From an optimization exercise on the open Yosys and OpenROAD flow, aimed at small area; shortcuts taken in it are not production practice.
Where RTL was checked, it was by simulation tests only, not by an equivalence proof against the original.
Power is estimated from default activity; no workload was simulated.

==> flow/design.v <==
module Sudoku_Solver
	#(parameter p_CLKs_PB = 16)  
	(input i_Clk,
	 input i_Rx_UART,
	 input i_Switch_1,
	 output logic o_Tx_UART);
	localparam [1:0] RX = 2'd0, SOLVE = 2'd1, TX = 2'd2;
	wire rst = i_Switch_1;
	logic [269:0] ring;
	wire [9:0] head = ring[269:260];
	logic [1:0] p_cb, p_ri, p_rb;        
	logic [1:0] t_ci, t_cb, t_ri, t_rb;  
	logic [8:0] mask;                    
	logic       s;                       
	logic [1:0] ph;
	logic       f;
	logic       busy;                    
	logic       pend;                    
	logic [3:0] timer, idx, data;
	function automatic [11:0] dpd_dec(input [9:0] c);
		logic p, q, r, s_, t, u, v, w, x, y;
		{p, q, r, s_, t, u, v, w, x, y} = c;
		if (!v)
			dpd_dec = {1'b0, p, q, r, 1'b0, s_, t, u, 1'b0, w, x, y};
		else case ({w, x})
			2'b00: dpd_dec = {1'b0, p, q, r, 1'b0, s_, t, u, 3'b100, y};
			2'b01: dpd_dec = {1'b0, p, q, r, 3'b100, u, 1'b0, s_, t, y};
			2'b10: dpd_dec = {3'b100, r, 1'b0, s_, t, u, 1'b0, p, q, y};
			default: case ({s_, t})
				2'b00: dpd_dec = {3'b100, r, 3'b100, u, 1'b0, p, q, y};
				2'b01: dpd_dec = {3'b100, r, 1'b0, p, q, u, 3'b100, y};
				2'b10: dpd_dec = {1'b0, p, q, r, 3'b100, u, 3'b100, y};
				default: dpd_dec = {3'b100, r, 3'b100, u, 3'b100, y};
			endcase
		endcase
	endfunction
	function automatic [9:0] dpd_enc(input [11:0] g);
		logic a, b, c, d, e, f_, g_, h, i, j, k, m;
		{a, b, c, d, e, f_, g_, h, i, j, k, m} = g;
		case ({a, e, i})
			3'b000: dpd_enc = {b, c, d, f_, g_, h, 1'b0, j, k, m};
			3'b001: dpd_enc = {b, c, d, f_, g_, h, 3'b100, m};
			3'b010: dpd_enc = {b, c, d, j, k, h, 3'b101, m};
			3'b011: dpd_enc = {b, c, d, 2'b10, h, 3'b111, m};
			3'b100: dpd_enc = {j, k, d, f_, g_, h, 3'b110, m};
			3'b101: dpd_enc = {f_, g_, d, 2'b01, h, 3'b111, m};
			3'b110: dpd_enc = {j, k, d, 2'b00, h, 3'b111, m};
			default: dpd_enc = {2'b00, d, 2'b11, h, 3'b111, m};
		endcase
	endfunction
	wire [11:0] dg = dpd_dec(head);
	wire [3:0] d0 = dg[11:8], d1 = dg[7:4], d2 = dg[3:0];
	wire z0 = d0 == 4'd0, z1 = d1 == 4'd0, z2 = d2 == 4'd0;
	wire tick = &timer;
	wire last = p_rb[1] & p_ri[1] & p_cb[1];
	wire e_rb = p_rb == t_rb;
	wire e_ri = p_ri == t_ri;
	wire e_cb = p_cb == t_cb;
	wire row  = e_rb & e_ri;
	wire at_t = row & e_cb;
	logic [3:0] dj;
	logic       zj;
	always_comb
		case (t_ci)
			2'd0:    begin dj = d0; zj = z0; end
			2'd1:    begin dj = d1; zj = z1; end
			2'd2:    begin dj = d2; zj = z2; end
			default: begin dj = 4'd1; zj = 1'b0; end
		endcase
	function automatic [8:0] onehot(input [3:0] d);
		for (int n = 0; n < 9; n++)
			onehot[n] = d == 4'(n + 1);
	endfunction
	wire all3 = !s | row | (e_rb & e_cb);
	wire [8:0] seen = all3 ? (onehot(d0) | onehot(d1) | onehot(d2))
			       : (e_cb ? onehot(dj) : 9'd0);
	wire [8:0] zm = ~mask;
	wire single = (zm & (zm - 9'd1)) == 9'd0;
	wire [3:0] digit = {zm[7] | zm[8],
			    zm[3] | zm[4] | zm[5] | zm[6],
			    zm[1] | zm[2] | zm[5] | zm[6],
			    zm[0] | zm[2] | zm[4] | zm[6] | zm[8]};
	wire any_z  = z0 | z1 | z2;
	wire any_nz = !(z0 & z1 & z2);
	wire special = ph == SOLVE ? any_z : any_nz;
	wire tx_go    = ph == TX & !busy & f & any_nz;
	wire rx_start = ph == RX & !busy & tick & !i_Rx_UART;
	wire rx_wr    = ph == RX & pend & at_t;
	wire s_next   = ph == SOLVE & (s ? !at_t : zj);
	logic       wr;
	logic [1:0] wsel;
	logic [3:0] wval;
	always_comb begin
		wsel = t_ci;
		case (ph)
			RX:      begin wr = rx_wr;                wval = data;  end
			SOLVE:   begin wr = s & at_t & single;    wval = digit; end
			default: begin wr = tx_go;                wval = 4'd0;
				       wsel = !z0 ? 2'd0 : !z1 ? 2'd1 : 2'd2; end
		endcase
	end
	wire [3:0] n0 = wr && wsel == 2'd0 ? wval : d0;
	wire [3:0] n1 = wr && wsel == 2'd1 ? wval : d1;
	wire [3:0] n2 = wr && wsel == 2'd2 ? wval : d2;
	always_ff @(posedge i_Clk)
		ring <= {ring[259:0], dpd_enc({n0, n1, n2})};
	always_ff @(posedge i_Clk) begin
		p_cb <= p_cb[1] ? 2'd0 : p_cb + 2'd1;
		if (p_cb[1]) begin
			p_ri <= p_ri[1] ? 2'd0 : p_ri + 2'd1;
			if (p_ri[1])
				p_rb <= p_rb[1] ? 2'd0 : p_rb + 2'd1;
		end
		f <= last | (f & !special);
		case (ph)
			RX: begin
				if (rx_wr) begin
					t_ci <= t_ci[1] ? 2'd0 : t_ci + 2'd1;
					if (t_ci[1]) begin
						t_cb <= t_cb[1] ? 2'd0 : t_cb + 2'd1;
						if (t_cb[1]) begin
							t_ri <= t_ri[1] ? 2'd0 : t_ri + 2'd1;
							if (t_ri[1])
								t_rb <= t_rb + 2'd1;
						end
					end
				end
				if (t_rb == 2'd3)
					ph <= SOLVE;
			end
			SOLVE: begin
				if (!s)
					{t_rb, t_ri, t_cb} <= {p_rb, p_ri, p_cb};
				if (last && !s_next)
					t_ci <= t_ci[1] ? 2'd0 : t_ci + 2'd1;
				if (last && f && !special && !busy)
					ph <= TX;
			end
			default: ;
		endcase
		s <= s_next;
		mask <= (s ? mask : 9'd0) | seen;
		timer <= timer + 4'd1;
		if (rx_start) begin
			busy <= 1'b1;
			idx <= 4'd1;
		end else if (tx_go) begin
			busy <= 1'b1;
			idx <= 4'd15;
		end else if (tick && busy) begin
			idx <= idx + 4'd1;
			if (idx == 4'd9)
				busy <= 1'b0;
		end
		if (tx_go)
			data <= !z0 ? d0 : !z1 ? d1 : d2;
		else if (tick && busy && idx >= 4'd1 && idx <= 4'd4)
			data <= {i_Rx_UART, data[3:1]};
		if (tick && busy && idx == 4'd4)
			pend <= 1'b1;
		else if (rx_wr)
			pend <= 1'b0;
		if (rst) begin
			{p_rb, p_ri, p_cb} <= 6'd0;
			{t_rb, t_ri, t_cb, t_ci} <= 8'd0;
			ph <= RX;
			busy <= 1'b0;
			pend <= 1'b0;
			timer <= 4'd0;
		end
	end
	always_comb
		if (!(ph == TX && busy) || idx == 4'd15)
			o_Tx_UART = 1'b1;
		else if (idx >= 4'd1 && idx <= 4'd4)
			o_Tx_UART = data[0];
		else
			o_Tx_UART = idx == 4'd5 || idx == 4'd6 || idx == 4'd9;
endmodule
export LEC_CHECK = 0
export ABC_AREA = 1
export CAP_MARGIN = 40
export CORE_MARGIN = 2
export CORE_UTILIZATION = 30
export CTS_BUF_LIST = sky130_fd_sc_hd__clkbuf_8
export CTS_CLUSTER_DIAMETER = 60
export CTS_CLUSTER_SIZE = 20
export PLACE_DENSITY = 0.5
export SLEW_MARGIN = 20
create_clock -name core_clock -period 10.0 [get_ports {i_Clk}]
run.sh (not shown) runs the stock make flow with config.mk's settings and CLKGATE_MAP_FILE= SYNTH_SCRIPT=/design/flow/synth_recipe.tcl, a recipe that flattens the netlist after the stock synthesis.
Change:
--- a/flow/design.v
+++ b/flow/design.v
@@ -56,26 +56,33 @@
 	wire e_rb = p_rb == t_rb;
 	wire e_ri = p_ri == t_ri;
 	wire e_cb = p_cb == t_cb;
 	wire row  = e_rb & e_ri;
 	wire at_t = row & e_cb;
-	logic [3:0] dj;
-	logic       zj;
+	logic [1:0] r;
+	wire [1:0] rsel = ph == TX ? (!z0 ? 2'd0 : !z1 ? 2'd1 : 2'd2) : r;
+	logic [3:0] dr;
+	always_comb
+		case (rsel)
+			2'd0:    dr = d0;
+			2'd1:    dr = d1;
+			default: dr = d2;
+		endcase
+	logic zj;
 	always_comb
 		case (t_ci)
-			2'd0:    begin dj = d0; zj = z0; end
-			2'd1:    begin dj = d1; zj = z1; end
-			2'd2:    begin dj = d2; zj = z2; end
-			default: begin dj = 4'd1; zj = 1'b0; end
+			2'd0:    zj = z0;
+			2'd1:    zj = z1;
+			2'd2:    zj = z2;
+			default: zj = 1'b0;
 		endcase
 	function automatic [8:0] onehot(input [3:0] d);
 		for (int n = 0; n < 9; n++)
 			onehot[n] = d == 4'(n + 1);
 	endfunction
-	wire all3 = !s | row | (e_rb & e_cb);
-	wire [8:0] seen = all3 ? (onehot(d0) | onehot(d1) | onehot(d2))
-			       : (e_cb ? onehot(dj) : 9'd0);
+	wire peer = !s | row | (e_rb & e_cb) | (e_cb & r == t_ci);
+	wire [8:0] seen = peer ? onehot(dr) : 9'd0;
 	wire [8:0] zm = ~mask;
 	wire single = (zm & (zm - 9'd1)) == 9'd0;
 	wire [3:0] digit = {zm[7] | zm[8],
 			    zm[3] | zm[4] | zm[5] | zm[6],
 			    zm[1] | zm[2] | zm[5] | zm[6],
@@ -84,19 +91,20 @@
 	wire any_nz = !(z0 & z1 & z2);
 	wire special = ph == SOLVE ? any_z : any_nz;
 	wire tx_go    = ph == TX & !busy & f & any_nz;
 	wire rx_start = ph == RX & !busy & tick & !i_Rx_UART;
 	wire rx_wr    = ph == RX & pend & at_t;
-	wire s_next   = ph == SOLVE & (s ? !at_t : zj);
+	wire done_t   = at_t & r[1];
+	wire s_next   = ph == SOLVE & (s ? !done_t : zj);
 	logic       wr;
 	logic [1:0] wsel;
 	logic [3:0] wval;
 	always_comb begin
 		wsel = t_ci;
 		case (ph)
 			RX:      begin wr = rx_wr;                wval = data;  end
-			SOLVE:   begin wr = s & at_t & single;    wval = digit; end
+			SOLVE:   begin wr = s & done_t & single;  wval = digit; end
 			default: begin wr = tx_go;                wval = 4'd0;
 				       wsel = !z0 ? 2'd0 : !z1 ? 2'd1 : 2'd2; end
 		endcase
 	end
 	wire [3:0] n0 = wr && wsel == 2'd0 ? wval : d0;
@@ -137,10 +145,16 @@
 					ph <= TX;
 			end
 			default: ;
 		endcase
 		s <= s_next;
+		if (!s_next)
+			r <= 2'd2;
+		else if (!s)
+			r <= 2'd0;
+		else if (at_t)
+			r <= r + 2'd1;
 		mask <= (s ? mask : 9'd0) | seen;
 		timer <= timer + 4'd1;
 		if (rx_start) begin
 			busy <= 1'b1;
 			idx <= 4'd1;
@@ -151,11 +165,11 @@
 			idx <= idx + 4'd1;
 			if (idx == 4'd9)
 				busy <= 1'b0;
 		end
 		if (tx_go)
-			data <= !z0 ? d0 : !z1 ? d1 : d2;
+			data <= dr;
 		else if (tick && busy && idx >= 4'd1 && idx <= 4'd4)
 			data <= {i_Rx_UART, data[3:1]};
 		if (tick && busy && idx == 4'd4)
 			pend <= 1'b1;
 		else if (rx_wr)
After rerunning: The changed run went through all stages and came out clean. Global-route usage goes down by 0.67 points. Final area goes down by 4.5%. Maximum frequency goes up by 0.91%. Flip-flop and latch count goes up by 2. Utilization goes down by 0.54 points. Non-clock buffer count is unchanged. Total power goes down by 7.1%. Worst hold slack improves by 0.011 ns. Clock-buffer cell count goes down by 7.
Only the layout flow was run in the first run of this note; the RTL was not checked for function there.

-- separate check: timing with driven ports --
Ports are ideal in the flow. The routed layouts listed here were re-timed in OpenROAD.
Step 1 assumes that a clkbuf_16 drives the clock port and a buf_2 every other input.
Step 2 moves the port delays by t, midway between the first and last clock arrival at a register: inputs arrive t later, outputs are due t later. That takes back most of the time a late clock gives input paths.
Three values: ideal, step 1, step 2; two values: the first two.
run	t, ns	setup WS [ns]	latest minus earliest clock arrival (ns)
the first run	0.597	5.679 / 5.636 / 6.233	0.031 / 0.030
the second run	0.576	5.718 / 5.677 / 6.253	0.022 / 0.022
After both steps every run listed still meets setup and hold.
